From an optimization exercise on the open Yosys and OpenROAD flow, aimed at small area, a short achievable clock period and few clock cycles; shortcuts taken in it are not production practice. The RTL was checked by simulation tests, not by an equivalence proof against the original design. No activity file was given, so power comes from the tool's default toggle rates.

Design booth_mul, start of the top module:
module booth_mul(clk, rst, start, data_in, done, product);
  input clk, rst, start;
  input [31:0] data_in;
  output done;
  output [63:0] product;
  reg [31:0] M;              
  reg [31:0] Q;              
  reg [33:0] AS, AC;         
  reg [7:0] L1, L2;          
  reg [3:0] ONE, TWO, NEG;   
  reg        s_lm, s_lq, s_st, s_f1, s_fin, s_dn;
  reg [1:0] cnt;
  assign done = s_dn;
  assign product = {M, Q};
  wire idle = ~(s_lm | s_lq | s_st | s_fin);
  wire [8:0] nx = s_lq ? {data_in[7:0], 1'b0} : Q[15:7];
  wire nb0_2 = nx[2], nb0_1 = nx[1], nb0_0 = nx[0];
  wire nb1_2 = nx[4], nb1_1 = nx[3], nb1_0 = nx[2];
  wire nb2_2 = nx[6], nb2_1 = nx[5], nb2_0 = nx[4];
  wire nb3_2 = nx[8], nb3_1 = nx[7], nb3_0 = nx[6];
  wire [3:0] n_one = {nb3_1 ^ nb3_0, nb2_1 ^ nb2_0, nb1_1 ^ nb1_0, nb0_1 ^ nb0_0};
  wire [3:0] n_two = {(nb3_2 & ~nb3_1 & ~nb3_0) | (~nb3_2 & nb3_1 & nb3_0), (nb2_2 & ~nb2_1 & ~nb2_0) | (~nb2_2 & nb2_1 & nb2_0), (nb1_2 & ~nb1_1 & ~nb1_0) | (~nb1_2 & nb1_1 & nb1_0), (nb0_2 & ~nb0_1 & ~nb0_0) | (~nb0_2 & nb0_1 & nb0_0)};
  wire [3:0] n_neg = {nb3_2 & ~(nb3_1 & nb3_0), nb2_2 & ~(nb2_1 & nb2_0), nb1_2 & ~(nb1_1 & nb1_0), nb0_2 & ~(nb0_1 & nb0_0)};
  wire [33:0] as_i = s_f1 ? {1'b1, 33'd0} : AS;
  wire [33:0] ac_i = s_f1 ? 34'd0 : AC;
  wire [8:0] lo = s_f1 ? 9'd0 : L1 + L2;
  wire loc = lo[8];
  wire [31:0] mx = M;
  wire [32:0] x0 = {mx[31], mx} ^ {33{NEG[0]}};
  wire [33:0] pp0;
  assign pp0[32:0] = ({33{ONE[0]}} & x0) | ({33{TWO[0]}} & {x0[31:0], NEG[0]});
  assign pp0[33] = ~pp0[32];
  wire [32:0] x1 = {mx[31], mx} ^ {33{NEG[1]}};
  wire [33:0] pp1;
  assign pp1[32:0] = ({33{ONE[1]}} & x1) | ({33{TWO[1]}} & {x1[31:0], NEG[1]});
  assign pp1[33] = ~pp1[32];
  wire [32:0] x2 = {mx[31], mx} ^ {33{NEG[2]}};
  wire [33:0] pp2;
  assign pp2[32:0] = ({33{ONE[2]}} & x2) | ({33{TWO[2]}} & {x2[31:0], NEG[2]});
  assign pp2[33] = ~pp2[32];
  wire [32:0] x3 = {mx[31], mx} ^ {33{NEG[3]}};
  wire [33:0] pp3;
  assign pp3[32:0] = ({33{ONE[3]}} & x3) | ({33{TWO[3]}} & {x3[31:0], NEG[3]});
  assign pp3[33] = ~pp3[32];
  ...
For scale: roughly 1400 cells after synthesis, roughly 160 flip-flops, roughly 100 I/O pins, roughly 14000 um^2 of cells after synthesis.
==> flow/config.mk <==
export PLATFORM = sky130hd
export DESIGN_NAME = booth_mul
export DESIGN_NICKNAME = booth_mul
export VERILOG_FILES = /design/flow/design.v
export SDC_FILE = /design/flow/constraint.sdc
export NUM_CORES = 4
export LEC_CHECK = 0
export CAP_MARGIN = 20
export CORE_MARGIN = 2
export CORE_UTILIZATION = 50
export PLACE_DENSITY = 0.7
export SETUP_SLACK_MARGIN = 2.0
export SLEW_MARGIN = 20
==> flow/constraint.sdc <==
create_clock -name core_clock -period 5.0 [get_ports {clk}]
set_input_delay 1.0000 -clock core_clock [delete_from_list [all_inputs] [get_ports {clk}]]
set_output_delay 1.0000 -clock core_clock [all_outputs]
set_load 0.01 [all_outputs]
standard.sh (not shown) runs the stock make flow with config.mk's settings and CLKGATE_MAP_FILE= SYNTH_SCRIPT=/design/flow/synth_recipe.tcl, a recipe that flattens the netlist after the stock synthesis.
==> flow/flow/run.sh <==
#!/bin/bash
# Own layout flow: the standard layout (standard.sh), with the input and
# output ports buffered by sky130_fd_sc_hd__buf_2 instead of the cell
# buffer_ports picks by default. Everything else is the standard flow.
# Runs in the standard flow's work folder; each tool's output goes to a log file here.
set -euo pipefail
work=$(pwd)
cp config.mk flow_config.mk
echo "export BUFFER_PORTS_ARGS = -buffer_cell sky130_fd_sc_hd__buf_2" >> flow_config.mk
sed "s#${work}/config.mk#${work}/flow_config.mk#g; s#DESIGN_CONFIG=config.mk#DESIGN_CONFIG=${work}/flow_config.mk#g" standard.sh > flow_standard.sh
grep -q flow_config.mk flow_standard.sh
bash flow_standard.sh > flow_standard.log 2>&1
Testbench counts at the start, summed over its fixed seeds: cycles 12,800.
Change:
--- a/flow/config.mk
+++ b/flow/config.mk
@@ -12 +12 @@
-export SETUP_SLACK_MARGIN = 2.0
+export SETUP_SLACK_MARGIN = 1.7
Clock skew drops by 0.0034 ns.
Power fell by 1.1%.
Hold slack improved by 0.0042 ns.
Cell area went down by 3.2%.
Non-clock buffer count fell by 43.
Area after synthesis stays the same.
Wire length goes down by 6.8%.
Setup slack got worse by 0.24 ns.
Cell count goes down by 2.4%.
Via count shrinks by 2.7%.
Change:
--- a/flow/config.mk
+++ b/flow/config.mk
@@ -10,0 +11 @@
+export CTS_BUF_LIST = sky130_fd_sc_hd__clkbuf_4 sky130_fd_sc_hd__clkbuf_8
@@ -12 +13 @@
-export SETUP_SLACK_MARGIN = 1.7
+export SETUP_SLACK_MARGIN = 2.0
=>
- The new run completed with no timing, DRC or antenna violations
- wire length came out higher by a few percent
- die area is unchanged
- synthesized area is unchanged
- hold slack is about the same
- clock power falls by a quarter to a third
Change:
--- a/flow/config.mk
+++ b/flow/config.mk
@@ -11 +10,0 @@
-export CTS_BUF_LIST = sky130_fd_sc_hd__clkbuf_4 sky130_fd_sc_hd__clkbuf_8
@@ -13 +12 @@
-export SETUP_SLACK_MARGIN = 2.0
+export SETUP_SLACK_MARGIN = 2.4
Effect:
- combinational power went up by 27%
- clock power is higher by 32%
- global-route usage is higher by 4.0 points
- clock-buffer cell count is unchanged
- worst setup slack is better by 0.15 ns
- sequential cell count does not change
- power climbs by 20%
- cell area rose by 15%
- core utilization increases by 8.7 points
- synthesized cell count is unchanged
- sequential share of layout area shrinks by 3.2 points

[re-timing with driven ports]
The flow's constraints put no driver on any port. The routed layouts listed below were extracted and timed again, unchanged, in two steps. Step 1: set_driving_cell puts a clkbuf_16 on clk and a buf_2 on each other input, an assumption about the parent block. Step 2 adds t to the input delays and takes it off the output delays; t is the mean of the earliest and latest rising clock arrival at the registers after step 1. Input paths then give back, and output paths get back, about the clock's delay inside the block. Slacks: ideal / step 1 / step 2; pairs: ideal / step 1.
| run | shift t [ns] | setup slack, ns | worst setup path after step 2 | worst slew at a driven data input, ns |
|---|---|---|---|---|
| the first run | 0.495 | 2.060 / 2.060 / 2.060 | register to register | 0.04 |
| the second run | 0.493 | 1.821 / 1.821 / 1.821 | register to register | 0.04 |
| the third run | 0.548 | 2.031 / 2.031 / 2.031 | register to register | 0.03 |
| the fourth run | 0.502 | 2.181 / 2.181 / 2.181 | register to register | 0.04 |
After both steps every run listed still meets setup and hold.
